This is an optimization exercise on Yosys and OpenROAD, whose aim is small area, not a production implementation. At most, simulation tests tie the RTL to the original design; equivalence was not proved.

// scrolling_avalon_interface
module scrolling_avalon_interface (clock, resetn, write, writedata, read, readdata, byteenable, chipselect, val_out);
==> module scrolling, before the edit <==
module scrolling (clock, resetn, we, byteenable, speed_in, val_out);
	input clock, resetn, we;
	input [31:0] speed_in;
	input [3:0] byteenable;
	output [31:0] val_out;
	reg [27:0] speed;
	reg [31:0] count;
	reg [2:0] rot;
	reg rotated;
	wire below;
	tcalc tc (.s(speed), .ch(count[31:4]), .below(below));
	wire [32:0] cy;
	wire [31:0] inc;
	assign cy[0] = 1'b1;
	genvar i;
	generate for (i = 0; i < 32; i = i + 1) begin : ct
		assign inc[i] = count[i] ^ cy[i];
		assign cy[i+1] = count[i] & cy[i];
	end endgenerate
	always @(posedge clock)
		count <= (below & resetn) ? inc : 32'd0;
	always @(posedge clock or negedge resetn) begin
		if (!resetn) begin
			speed <= 28'd50;
			rot <= 3'd0;
			rotated <= 1'b0;
		end else begin
			if (we & byteenable[0]) speed[7:0]   <= speed_in[7:0];
			if (we & byteenable[1]) speed[15:8]  <= speed_in[15:8];
			if (we & byteenable[2]) speed[23:16] <= speed_in[23:16];
			if (we & byteenable[3]) speed[27:24] <= speed_in[27:24];
			rotated <= ~below;
			rot <= rot + {2'b00, rotated};
		end
	end
	genvar k;
	generate for (k = 0; k < 8; k = k + 1) begin : dig
		wire five = (rot == k) | (rot == ((k + 7) % 8));
		wire ten  = (rot == ((k + 6) % 8));
		assign val_out[4*k+3:4*k] = {ten, five, ten, five};
	end endgenerate
endmodule
export LEC_CHECK = 0
export CAP_MARGIN = 20
export CORE_MARGIN = 2
export CORE_UTILIZATION = 40
export CTS_BUF_LIST = sky130_fd_sc_hd__clkbuf_4
export SLEW_MARGIN = 20
export SYNTH_HIERARCHICAL = 1
export SYNTH_MINIMUM_KEEP_SIZE = 0
create_clock -name core_clock -period 10.0 [get_ports {clock}]
standard.sh (not shown) runs the stock make flow with config.mk's settings and CLKGATE_MAP_FILE= SYNTH_SCRIPT=/design/flow/synth_recipe.tcl, a recipe that flattens the netlist after the stock synthesis.
==> flow/flow/run.sh <==
#!/bin/bash
# Standard layout, with plain buf_1 cells as the port buffers.
set -euo pipefail
bash standard.sh finish "BUFFER_PORTS_ARGS=-buffer_cell sky130_fd_sc_hd__buf_1" > standard.log 2>&1
Change:
--- a/flow/design.v
+++ b/flow/design.v
@@ -16,20 +16,20 @@
 	generate for (i = 0; i < 32; i = i + 1) begin : ct
 		assign inc[i] = count[i] ^ cy[i];
 		assign cy[i+1] = count[i] & cy[i];
 	end endgenerate
-	always @(posedge clock)
-		count <= (below & resetn) ? inc : 32'd0;
 	always @(posedge clock or negedge resetn) begin
 		if (!resetn) begin
 			speed <= 28'd50;
+			count <= 32'd0;
 			rot <= 3'd0;
 			rotated <= 1'b0;
 		end else begin
 			if (we & byteenable[0]) speed[7:0]   <= speed_in[7:0];
 			if (we & byteenable[1]) speed[15:8]  <= speed_in[15:8];
 			if (we & byteenable[2]) speed[23:16] <= speed_in[23:16];
 			if (we & byteenable[3]) speed[27:24] <= speed_in[27:24];
+			count <= below ? inc : 32'd0;
 			rotated <= ~below;
 			rot <= rot + {2'b00, rotated};
 		end
 	end
Synthesized area went up by 2.2%. Routed wire length went down by 0.83%. Non-clock buffer count stays the same. Critical path depth is unchanged. Clock skew went up by 0.0081 ns. Core utilization went up by 0.18 points. Die area went up by 2.1%.

scrolling_avalon_interface with an RTL version that a note above also has.
Size in the first run: ~510 cells after synthesis, roughly 64 flip-flops, roughly 110 I/O pins, roughly 6500 um^2 of cells after synthesis.
==> module scrolling, before the edit <==
module scrolling (clock, resetn, we, byteenable, speed_in, val_out);
	input clock, resetn, we;
	input [31:0] speed_in;
	input [3:0] byteenable;
	output [31:0] val_out;
	reg [27:0] speed;
	reg [31:0] count;
	reg [2:0] rot;
	reg rotated;
	wire below;
	tcalc tc (.s(speed), .ch(count[31:4]), .below(below));
	wire [32:0] cy;
	wire [31:0] inc;
	assign cy[0] = 1'b1;
	genvar i;
	generate for (i = 0; i < 32; i = i + 1) begin : ct
		assign inc[i] = count[i] ^ cy[i];
		assign cy[i+1] = count[i] & cy[i];
	end endgenerate
	always @(posedge clock or negedge resetn) begin
		if (!resetn) begin
			speed <= 28'd50;
			count <= 32'd0;
			rot <= 3'd0;
			rotated <= 1'b0;
		end else begin
			if (we & byteenable[0]) speed[7:0]   <= speed_in[7:0];
			if (we & byteenable[1]) speed[15:8]  <= speed_in[15:8];
			if (we & byteenable[2]) speed[23:16] <= speed_in[23:16];
			if (we & byteenable[3]) speed[27:24] <= speed_in[27:24];
			count <= below ? inc : 32'd0;
			rotated <= ~below;
			rot <= rot + {2'b00, rotated};
		end
	end
	genvar k;
	generate for (k = 0; k < 8; k = k + 1) begin : dig
		wire five = (rot == k) | (rot == ((k + 7) % 8));
		wire ten  = (rot == ((k + 6) % 8));
		assign val_out[4*k+3:4*k] = {ten, five, ten, five};
	end endgenerate
endmodule
Settings: LEC_CHECK=0, CAP_MARGIN=20, CORE_MARGIN=2, CORE_UTILIZATION=40, CTS_BUF_LIST=sky130_fd_sc_hd__clkbuf_4, SLEW_MARGIN=20, SYNTH_HIERARCHICAL=1, SYNTH_MINIMUM_KEEP_SIZE=0; clock period 10.0 ns.
==> flow/flow/run.sh <==
#!/bin/bash
# Standard layout with plain buf_1 cells as the port buffers and a clock tree
# of clkbuf_4 cells without dummy loads.
set -euo pipefail
bash standard.sh finish "BUFFER_PORTS_ARGS=-buffer_cell sky130_fd_sc_hd__buf_1" \
  "CTS_ARGS=-sink_clustering_enable -repair_clock_nets -buf_list sky130_fd_sc_hd__clkbuf_4 -dont_use_dummy_load" \
  > standard.log 2>&1
Next try:
--- a/flow/design.v
+++ b/flow/design.v
@@ -18,16 +18,20 @@
 		assign cy[i+1] = count[i] & cy[i];
 	end endgenerate
-	always @(posedge clock or negedge resetn) begin
-		if (!resetn) begin
+	always @(posedge clock)
+		count <= (below & resetn) ? inc : 32'd0;
+	always @(posedge clock)
+		if (!resetn)
 			speed <= 28'd50;
-			count <= 32'd0;
-			rot <= 3'd0;
-			rotated <= 1'b0;
-		end else begin
+		else begin
 			if (we & byteenable[0]) speed[7:0]   <= speed_in[7:0];
 			if (we & byteenable[1]) speed[15:8]  <= speed_in[15:8];
 			if (we & byteenable[2]) speed[23:16] <= speed_in[23:16];
 			if (we & byteenable[3]) speed[27:24] <= speed_in[27:24];
-			count <= below ? inc : 32'd0;
+		end
+	always @(posedge clock or negedge resetn) begin
+		if (!resetn) begin
+			rot <= 3'd0;
+			rotated <= 1'b0;
+		end else begin
 			rotated <= ~below;
 			rot <= rot + {2'b00, rotated};
Effect:
- The changed run finished with timing, DRC and antenna clean
- clock skew hardly moves
- wire length rose by 9.0%
- synthesized area increases by 1.5%
- cell area came out lower by about 1.3%
- fmax goes down by about 1.6%
- register-to-register slack is worse by 140 ps
- hold slack gets worse by 11 ps
- clock-buffer cell count is unchanged
- synthesized cell count rises by about 15%
- non-clock buffer count is unchanged
Function not checked in the second run of this note: the RTL went through the layout flow alone.

[what the ideal ports hide]
Ports are ideal in the flow. The routed layouts listed here were re-timed in OpenROAD. Step 1 sets driving cells, clkbuf_16 on the clock port and buf_2 on the other inputs (assumed; they add their load-dependent delay and slew). Step 2 adds t to the input delays and takes it off the output delays; t is the mean of the earliest and latest rising clock arrival at the registers after step 1. Input paths then give back, and output paths get back, about the clock's delay inside the block. Slacks: ideal ports / drivers / drivers and shift; pairs: ideal ports / drivers.
run	t (ns)	setup WS [ns]	clock arrival spread, ns	pins driven straight from the clock port
the first run of note 1	0.466	1.073 / 1.073 / 1.073	0.016 / 0.016	1
the second run of note 1	0.461	1.111 / 1.111 / 1.111	0.024 / 0.024	1
the first run of note 2	0.456	1.087 / 1.087 / 1.087	0.035 / 0.035	1
the second run of note 2	0.456	0.946 / 0.946 / 0.946	0.034 / 0.034	1
After both steps every run listed still meets setup and hold.
